This is an optimization exercise on Yosys and OpenROAD, whose aim is small area, not a production implementation.
At most, simulation tests tie the RTL to the original design; equivalence was not proved.
Power and IR drop assume default switching activity.

purple:
// udp_plus_fix
module udp_plus_fix(
    input         clk,
    input         rst,
    input  [7:0]  data_in,
    input         valid_in,
    output        fix_packet_done_in,
    output        msg_valid,
    output        msg_type,
    output [47:0] symbol_id,
    output        side,
    output [63:0] price,
    output [63:0] quantity,
    output [31:0] order_id
    );
For scale: roughly 1,800 cells after synthesis, ~220 I/O pins, ~19,000 um2 of cells after synthesis.
==> module fix_parser, before the edit <==
module fix_parser (
    input        clk,
    input        rst,
    input  [7:0] data_in,
    output       msg_complete,
    output       tag_valid,
    output       tag_first,
    output       value_valid,
    output       value_first
);
localparam IDLE    = 3'b000;
localparam TAG     = 3'b100;
localparam EQUAL   = 3'b101;
localparam VALUE   = 3'b111;
localparam CONTROL = 3'b110;
localparam DONE    = 3'b010;
localparam RESET       = 3'b000;
localparam BEGINSTRING = 3'b001;
localparam BODY_LENGTH = 3'b011;
localparam BODY        = 3'b010;
localparam CHECKSUM    = 3'b110;
reg [2:0] c_state, n_state;
reg [2:0] c_s, n_s;
reg [7:0] LENGTH [0:4];
reg body_length_done;
wire body_length_value_en = (c_s == BODY_LENGTH) & (n_state == VALUE);
wire [16:0] L0 = {9'd0, LENGTH[0]}, L1 = {9'd0, LENGTH[1]}, L2 = {9'd0, LENGTH[2]};
wire [16:0] L3 = {9'd0, LENGTH[3]}, L4 = {9'd0, LENGTH[4]};
wire [16:0] len_hi = L3 + (L4 << 3) + (L4 << 1);
wire [16:0] len_hi_n = ~len_hi;
wire [16:0] body_length_value = L0 + (L1 << 1) + (L1 << 3) + (L2 << 2) + (L2 << 5) + (L2 << 6)
                              + (len_hi << 10) + (len_hi_n << 4) + (len_hi_n << 3) + 17'd24;
assign tag_valid    = (n_state == TAG);
assign tag_first    = tag_valid & (c_state != TAG);
assign value_valid  = (n_state == VALUE);
assign value_first  = (c_state == EQUAL);
assign msg_complete = (c_state == DONE);
wire length_keep = (c_s == BODY_LENGTH) | (c_s == BODY);
wire length_hold = length_keep & ~body_length_value_en;
wire [39:0] length_q = {LENGTH[4], LENGTH[3], LENGTH[2], LENGTH[1], LENGTH[0]};
wire [39:0] length_shift = {LENGTH[3], LENGTH[2], LENGTH[1], LENGTH[0], data_in - 8'h30};
wire [39:0] length_d = (length_shift & {40{body_length_value_en}}) | (length_q & {40{length_hold}});
always @(posedge clk) begin
    LENGTH[0] <= length_d[7:0];
    LENGTH[1] <= length_d[15:8];
    LENGTH[2] <= length_d[23:16];
    LENGTH[3] <= length_d[31:24];
    LENGTH[4] <= length_d[39:32];
end
reg [16:0] count_m1;
always @(posedge clk) begin
    if (count_m1 == body_length_value) begin
        count_m1 <= 17'h1ffff;
        body_length_done <= 1'b1;
    end else begin
        count_m1 <= (c_s == BODY) ? count_m1 + 17'd1 : 17'h1ffff;
        body_length_done <= 1'b0;
    end
end
always @(posedge clk or posedge rst) begin
    if (rst) c_state <= IDLE;
    else c_state <= n_state;
end
always @(*) begin
    n_state = c_state;
    case (c_state)
    IDLE:    if ((n_s == BEGINSTRING) | (n_s == BODY) | (n_s == BODY_LENGTH)) n_state = TAG;
    TAG:     if (data_in == 8'h3d) n_state = EQUAL;
    EQUAL:   n_state = VALUE;
    VALUE:   if (data_in == 8'h01) n_state = (c_s == CHECKSUM) ? DONE : CONTROL;
    CONTROL: n_state = TAG;
    DONE:    n_state = IDLE;
    default: ;
    endcase
end
always @(posedge clk or posedge rst) begin
    if (rst) c_s <= RESET;
    else c_s <= n_s;
end
always @(*) begin
    n_s = c_s;
    case (c_s)
    RESET:       if (data_in == 8'h38) n_s = BEGINSTRING;
    BEGINSTRING: if (data_in == 8'h01) n_s = BODY_LENGTH;
    BODY_LENGTH: if (data_in == 8'h01) n_s = BODY;
    BODY:        if (body_length_done) n_s = CHECKSUM;
    CHECKSUM:    if (data_in == 8'h01) n_s = RESET;
    default: ;
    endcase
end
endmodule
clock: 10.0 ns
lec_check: 0
cap_margin: 20
core_margin: 2
core_utilization: 40
cts_cluster_diameter: 100
cts_cluster_size: 25
slew_margin: 20
standard.sh (not shown) runs the stock make flow with config.mk's settings and CLKGATE_MAP_FILE= SYNTH_SCRIPT=/design/flow/synth_recipe.tcl, a recipe that flattens the netlist after the stock synthesis.
==> flow/flow/run.sh <==
#!/bin/bash
# The standard layout, with every port buffered by the smallest buffer
# (sky130_fd_sc_hd__buf_1) instead of the one buffer_ports picks by default.
set -euo pipefail
bash standard.sh "BUFFER_PORTS_ARGS=-buffer_cell sky130_fd_sc_hd__buf_1" finish > standard_flow.log 2>&1
purple: no failed stages, no open violations at the end
What red does differently from purple at the input level:
diff --git a/flow/design.v b/flow/design.v
--- a/flow/design.v
+++ b/flow/design.v
@@ -67,14 +67,15 @@
 reg [2:0] c_s, n_s;
 reg [7:0] LENGTH [0:4];
 reg body_length_done;
 wire body_length_value_en = (c_s == BODY_LENGTH) & (n_state == VALUE);
-wire [16:0] L0 = {9'd0, LENGTH[0]}, L1 = {9'd0, LENGTH[1]}, L2 = {9'd0, LENGTH[2]};
-wire [16:0] L3 = {9'd0, LENGTH[3]}, L4 = {9'd0, LENGTH[4]};
-wire [16:0] len_hi = L3 + (L4 << 3) + (L4 << 1);
-wire [16:0] len_hi_n = ~len_hi;
-wire [16:0] body_length_value = L0 + (L1 << 1) + (L1 << 3) + (L2 << 2) + (L2 << 5) + (L2 << 6)
-                              + (len_hi << 10) + (len_hi_n << 4) + (len_hi_n << 3) + 17'd24;
+reg [16:0] remaining;
+wire [7:0]  new_digit = data_in - 8'h30;
+wire [16:0] L4 = {9'd0, LENGTH[4]};
+wire [16:0] L4n = ~L4;
+wire [16:0] pushed_value = (remaining << 3) + (remaining << 1) + {9'd0, new_digit}
+                         + (L4 << 15) + (L4n << 11) + (L4 << 8) + (L4 << 6) + (L4 << 5)
+                         + 17'd2039;
 assign tag_valid    = (n_state == TAG);
 assign tag_first    = tag_valid & (c_state != TAG);
 assign value_valid  = (n_state == VALUE);
 assign value_first  = (c_state == EQUAL);
@@ -84,24 +85,18 @@
 wire [39:0] length_q = {LENGTH[4], LENGTH[3], LENGTH[2], LENGTH[1], LENGTH[0]};
 wire [39:0] length_shift = {LENGTH[3], LENGTH[2], LENGTH[1], LENGTH[0], data_in - 8'h30};
 wire [39:0] length_d = (length_shift & {40{body_length_value_en}}) | (length_q & {40{length_hold}});
 always @(posedge clk) begin
+    remaining <= body_length_value_en ? pushed_value :
+                 (c_s == BODY_LENGTH) ? remaining :
+                 (c_s == BODY) ? remaining - 17'd1 : 17'd1;
+    body_length_done <= (remaining == 17'd0);
     LENGTH[0] <= length_d[7:0];
     LENGTH[1] <= length_d[15:8];
     LENGTH[2] <= length_d[23:16];
     LENGTH[3] <= length_d[31:24];
     LENGTH[4] <= length_d[39:32];
 end
-reg [16:0] count_m1;
-always @(posedge clk) begin
-    if (count_m1 == body_length_value) begin
-        count_m1 <= 17'h1ffff;
-        body_length_done <= 1'b1;
-    end else begin
-        count_m1 <= (c_s == BODY) ? count_m1 + 17'd1 : 17'h1ffff;
-        body_length_done <= 1'b0;
-    end
-end
 always @(posedge clk or posedge rst) begin
     if (rst) c_state <= IDLE;
     else c_state <= n_state;
 end
Findings:
reg2out as the critical setup path kind was reported by red, and reg2reg by purple. On clock network contribution to total cell area, purple tracks red almost exactly. Relative to purple, the inverter count of the layout excluding clock inverters measured on red has decreased by more than 10%. purple -> red: clock-buffer cell count decreased by a few percent. Relative to purple, number of core rows has decreased by 2.5% in red. Lower sequential share of the synthesized area among red and purple: purple. Delta (red minus purple): critical path depth went down, wire length went down, final design area excluding fillers went down. Looking at red and purple, the boundary pin count is a wash. In red, final period utilization is lower than in purple. Diff purple -> red | critical path buffer and inverter count | decrease of 2. Compared with purple, in red global-route usage over all layers has decreased, die width shrank by about 2.7%. Data arrival time of the worst path (red over purple): decrease, 3.94 ns.


Another version of the RTL of udp_plus_fix (not shown whole).
Size: ~1700 cells after synthesis, about 220 I/O pins, ~19000 um^2 of cells after synthesis.
==> module fix_parser, before the edit <==
module fix_parser (
    input        clk,
    input        rst,
    input  [7:0] data_in,
    output       msg_complete,
    output       tag_valid,
    output       tag_first,
    output       value_valid,
    output       value_first
);
localparam IDLE    = 3'b000;
localparam TAG     = 3'b100;
localparam EQUAL   = 3'b101;
localparam VALUE   = 3'b111;
localparam CONTROL = 3'b110;
localparam DONE    = 3'b010;
localparam RESET       = 3'b000;
localparam BEGINSTRING = 3'b001;
localparam BODY_LENGTH = 3'b011;
localparam BODY        = 3'b010;
localparam CHECKSUM    = 3'b110;
reg [2:0] c_state, n_state;
reg [2:0] c_s, n_s;
reg [7:0] LENGTH [0:4];
reg body_length_done;
wire body_length_value_en = (c_s == BODY_LENGTH) & (n_state == VALUE);
wire [16:0] L0 = {9'd0, LENGTH[0]}, L1 = {9'd0, LENGTH[1]}, L2 = {9'd0, LENGTH[2]};
wire [16:0] L3 = {9'd0, LENGTH[3]}, L4 = {9'd0, LENGTH[4]};
wire [16:0] len_hi = L3 + (L4 << 3) + (L4 << 1);
wire [16:0] body_length_value = L0 + (L1 << 1) + (L1 << 3) + (L2 << 2) + (L2 << 5) + (L2 << 6)
                              + (len_hi << 10) - (len_hi << 4) - (len_hi << 3);
assign tag_valid    = (n_state == TAG);
assign tag_first    = tag_valid & (c_state != TAG);
assign value_valid  = (n_state == VALUE);
assign value_first  = (c_state == EQUAL);
assign msg_complete = (c_state == DONE);
integer i;
always @(posedge clk) begin
    if (body_length_value_en) begin
        LENGTH[0] <= data_in - 8'h30;
        for (i = 1; i < 5; i = i + 1) LENGTH[i] <= LENGTH[i-1];
    end else if (!(c_s == BODY_LENGTH || c_s == BODY)) begin
        for (i = 0; i < 5; i = i + 1) LENGTH[i] <= 8'd0;
    end
end
reg [16:0] count_m1;
always @(posedge clk) begin
    if (count_m1 == body_length_value) begin
        count_m1 <= 17'h1ffff;
        body_length_done <= 1'b1;
    end else begin
        count_m1 <= (c_s == BODY) ? count_m1 + 17'd1 : 17'h1ffff;
        body_length_done <= 1'b0;
    end
end
always @(posedge clk or posedge rst) begin
    if (rst) c_state <= IDLE;
    else c_state <= n_state;
end
always @(*) begin
    n_state = c_state;
    case (c_state)
    IDLE:    if ((n_s == BEGINSTRING) | (n_s == BODY) | (n_s == BODY_LENGTH)) n_state = TAG;
    TAG:     if (data_in == 8'h3d) n_state = EQUAL;
    EQUAL:   n_state = VALUE;
    VALUE:   if (data_in == 8'h01) n_state = (c_s == CHECKSUM) ? DONE : CONTROL;
    CONTROL: n_state = TAG;
    DONE:    n_state = IDLE;
    default: ;
    endcase
end
always @(posedge clk or posedge rst) begin
    if (rst) c_s <= RESET;
    else c_s <= n_s;
end
always @(*) begin
    n_s = c_s;
    case (c_s)
    RESET:       if (data_in == 8'h38) n_s = BEGINSTRING;
    BEGINSTRING: if (data_in == 8'h01) n_s = BODY_LENGTH;
    BODY_LENGTH: if (data_in == 8'h01) n_s = BODY;
    BODY:        if (body_length_done) n_s = CHECKSUM;
    CHECKSUM:    if (data_in == 8'h01) n_s = RESET;
    default: ;
    endcase
end
endmodule
Settings: LEC_CHECK=0, CAP_MARGIN=20, CORE_MARGIN=2, CORE_UTILIZATION=40, SLEW_MARGIN=20; clock period 10.0 ns.
run.sh (not shown) runs the stock make flow with config.mk's settings and CLKGATE_MAP_FILE= SYNTH_SCRIPT=/design/flow/synth_recipe.tcl, a recipe that flattens the netlist after the stock synthesis.
Stock flow here: none of the scripts above is used.
Change:
--- a/flow/design.v
+++ b/flow/design.v
@@ -76,23 +76,28 @@
 assign tag_valid    = (n_state == TAG);
 assign tag_first    = tag_valid & (c_state != TAG);
 assign value_valid  = (n_state == VALUE);
 assign value_first  = (c_state == EQUAL);
 assign msg_complete = (c_state == DONE);
 integer i;
-always @(posedge clk) begin
-    if (body_length_value_en) begin
+always @(posedge clk or posedge rst) begin
+    if (rst) begin
+        for (i = 0; i < 5; i = i + 1) LENGTH[i] <= 8'd0;
+    end else if (body_length_value_en) begin
         LENGTH[0] <= data_in - 8'h30;
         for (i = 1; i < 5; i = i + 1) LENGTH[i] <= LENGTH[i-1];
     end else if (!(c_s == BODY_LENGTH || c_s == BODY)) begin
         for (i = 0; i < 5; i = i + 1) LENGTH[i] <= 8'd0;
     end
 end
 reg [16:0] count_m1;
-always @(posedge clk) begin
-    if (count_m1 == body_length_value) begin
+always @(posedge clk or posedge rst) begin
+    if (rst) begin
+        count_m1 <= 17'h1ffff;
+        body_length_done <= 1'b0;
+    end else if (count_m1 == body_length_value) begin
         count_m1 <= 17'h1ffff;
         body_length_done <= 1'b1;
     end else begin
         count_m1 <= (c_s == BODY) ? count_m1 + 17'd1 : 17'h1ffff;
         body_length_done <= 1'b0;
     end
First-iteration DRC count came out higher by about a fifth; die area came out lower slightly; final area barely changes; utilization barely changes; combinational power rises by well over a third; area after synthesis fell slightly; non-clock buffer count came out lower by 3; final cell count came out lower slightly; count of clock-buffer cells in the layout drops by 6; hold slack gets worse by 0.0067 ns; sequential cell count is unchanged; via count goes up slightly; wire length decreases slightly.
No functional check of the RTL was part of the first run of this note.


Another version of the RTL of udp_plus_fix (not shown whole).
Size: roughly 220 I/O pins, about 18000 um^2 of cells after synthesis.
==> module fix_parser, before the edit <==
module fix_parser (
    input        clk,
    input        rst,
    input  [7:0] data_in,
    output       msg_complete,
    output       tag_valid,
    output       tag_first,
    output       value_valid,
    output       value_first
);
localparam IDLE    = 3'b000;
localparam TAG     = 3'b100;
localparam EQUAL   = 3'b101;
localparam VALUE   = 3'b111;
localparam CONTROL = 3'b110;
localparam DONE    = 3'b010;
localparam RESET       = 3'b000;
localparam BEGINSTRING = 3'b001;
localparam BODY_LENGTH = 3'b011;
localparam BODY        = 3'b010;
localparam CHECKSUM    = 3'b110;
reg [2:0] c_state, n_state;
reg [2:0] c_s, n_s;
reg [7:0] LENGTH [0:4];
reg body_length_done;
wire body_length_value_en = (c_s == BODY_LENGTH) & (n_state == VALUE);
reg [16:0] remaining;
wire [7:0]  new_digit = data_in - 8'h30;
wire [16:0] L4 = {9'd0, LENGTH[4]};
wire [16:0] L4n = ~L4;
wire [16:0] pushed_value = (remaining << 3) + (remaining << 1) + {9'd0, new_digit}
                         + (L4 << 15) + (L4n << 11) + (L4 << 8) + (L4 << 6) + (L4 << 5)
                         + 17'd2039;
assign tag_valid    = (n_state == TAG);
assign tag_first    = tag_valid & (c_state != TAG);
assign value_valid  = (n_state == VALUE);
assign value_first  = (c_state == EQUAL);
assign msg_complete = (c_state == DONE);
wire length_keep = (c_s == BODY_LENGTH) | (c_s == BODY);
wire length_hold = length_keep & ~body_length_value_en;
wire [39:0] length_q = {LENGTH[4], LENGTH[3], LENGTH[2], LENGTH[1], LENGTH[0]};
wire [39:0] length_shift = {LENGTH[3], LENGTH[2], LENGTH[1], LENGTH[0], data_in - 8'h30};
wire [39:0] length_d = (length_shift & {40{body_length_value_en}}) | (length_q & {40{length_hold}});
always @(posedge clk) begin
    remaining <= body_length_value_en ? pushed_value :
                 (c_s == BODY_LENGTH) ? remaining :
                 (c_s == BODY) ? remaining - 17'd1 : 17'd1;
    body_length_done <= (remaining == 17'd0);
    LENGTH[0] <= length_d[7:0];
    LENGTH[1] <= length_d[15:8];
    LENGTH[2] <= length_d[23:16];
    LENGTH[3] <= length_d[31:24];
    LENGTH[4] <= length_d[39:32];
end
always @(posedge clk or posedge rst) begin
    if (rst) c_state <= IDLE;
    else c_state <= n_state;
end
always @(*) begin
    n_state = c_state;
    case (c_state)
    IDLE:    if ((n_s == BEGINSTRING) | (n_s == BODY) | (n_s == BODY_LENGTH)) n_state = TAG;
    TAG:     if (data_in == 8'h3d) n_state = EQUAL;
    EQUAL:   n_state = VALUE;
    VALUE:   if (data_in == 8'h01) n_state = (c_s == CHECKSUM) ? DONE : CONTROL;
    CONTROL: n_state = TAG;
    DONE:    n_state = IDLE;
    default: ;
    endcase
end
always @(posedge clk or posedge rst) begin
    if (rst) c_s <= RESET;
    else c_s <= n_s;
end
always @(*) begin
    n_s = c_s;
    case (c_s)
    RESET:       if (data_in == 8'h38) n_s = BEGINSTRING;
    BEGINSTRING: if (data_in == 8'h01) n_s = BODY_LENGTH;
    BODY_LENGTH: if (data_in == 8'h01) n_s = BODY;
    BODY:        if (body_length_done) n_s = CHECKSUM;
    CHECKSUM:    if (data_in == 8'h01) n_s = RESET;
    default: ;
    endcase
end
endmodule
clock: 10.0 ns
lec_check: 0
cap_margin: 20
core_margin: 2
core_utilization: 40
slew_margin: 20
standard.sh (not shown) runs the stock make flow with config.mk's settings and CLKGATE_MAP_FILE= SYNTH_SCRIPT=/design/flow/synth_recipe.tcl, a recipe that flattens the netlist after the stock synthesis.
==> flow/flow/run.sh <==
#!/bin/bash
# The standard layout, with every port buffered by the smallest buffer
# (sky130_fd_sc_hd__buf_1) and clock tree synthesis without dummy loads.
set -euo pipefail
bash standard.sh "BUFFER_PORTS_ARGS=-buffer_cell sky130_fd_sc_hd__buf_1" \
  "CTS_ARGS=-sink_clustering_enable -repair_clock_nets -sink_clustering_size 25 -sink_clustering_max_diameter 100 -dont_use_dummy_load" \
  finish > standard_flow.log 2>&1
The baseline finished with timing, DRC and antenna clean.
Next try:
--- a/flow/design.v
+++ b/flow/design.v
@@ -62,12 +62,12 @@
 localparam CONTROL = 3'b110;
 localparam DONE    = 3'b010;
 localparam RESET       = 3'b000;
 localparam BEGINSTRING = 3'b001;
 localparam BODY_LENGTH = 3'b011;
-localparam BODY        = 3'b010;
-localparam CHECKSUM    = 3'b110;
+localparam BODY        = 3'b111;
+localparam CHECKSUM    = 3'b100;
 reg [2:0] c_state, n_state;
 reg [2:0] c_s, n_s;
 reg [7:0] LENGTH [0:4];
 reg body_length_done;
 wire body_length_value_en = (c_s == BODY_LENGTH) & (n_state == VALUE);
What happened:
- setup slack improves by 33 ps
- total power went up by 62%
- register-to-register slack got worse by 70 ps
- routed wire length went down by 0.86%
- count of clock-buffer cells in the layout does not change
- hold slack is better by 20 ps
- global-route usage came out lower by 0.17 points
- via count falls by 1.4%
- final area went down by 0.34%
- core utilization barely changes
- die area falls by 0.43%
- flip-flop and latch count does not change
- synthesized cell count is lower by 0.68%

==> re-timing with driven ports <==
The results above use ideal ports. As a check the final layouts listed here were re-extracted and re-timed, cells and wires unchanged.
Step 1 assumes that a clkbuf_16 drives the clock port and a buf_2 every other input.
Step 2 times the ports against the registers' clock, not the clock port: input delays grow and output delays shrink by t, the midpoint of the rising clock arrivals with the driver on.
a / b / c = ideal ports / drivers / drivers and shift; a / b = the first two.
| run | shift t [ns] | setup WS [ns] | hold slack, ns | slew at the worst register clock pin (ns) | cell pins on the clock port's net |
|---|---|---|---|---|---|
| purple | 0.596 | 3.459 / 3.459 / 3.459 | 0.356 / 0.356 / 0.356 | 0.10 / 0.10 | 1 |
| red | 0.584 | 4.997 / 4.949 / 5.533 | 0.369 / 0.369 / 0.369 | 0.10 / 0.10 | 1 |
| the first run of note 2 | 0.601 | 2.365 / 2.365 / 2.365 | 0.347 / 0.347 / 0.347 | 0.07 / 0.07 | 1 |
| the second run of note 2 | 0.621 | 2.350 / 2.350 / 2.350 | 0.340 / 0.340 / 0.340 | 0.06 / 0.06 | 1 |
| the first run of note 3 | 0.578 | 4.959 / 4.907 / 5.485 | 0.348 / 0.348 / 0.348 | 0.10 / 0.10 | 1 |
| the second run of note 3 | 0.577 | 4.992 / 4.939 / 5.515 | 0.369 / 0.369 / 0.369 | 0.11 / 0.11 | 1 |
After both steps setup and hold are still met in every run listed.
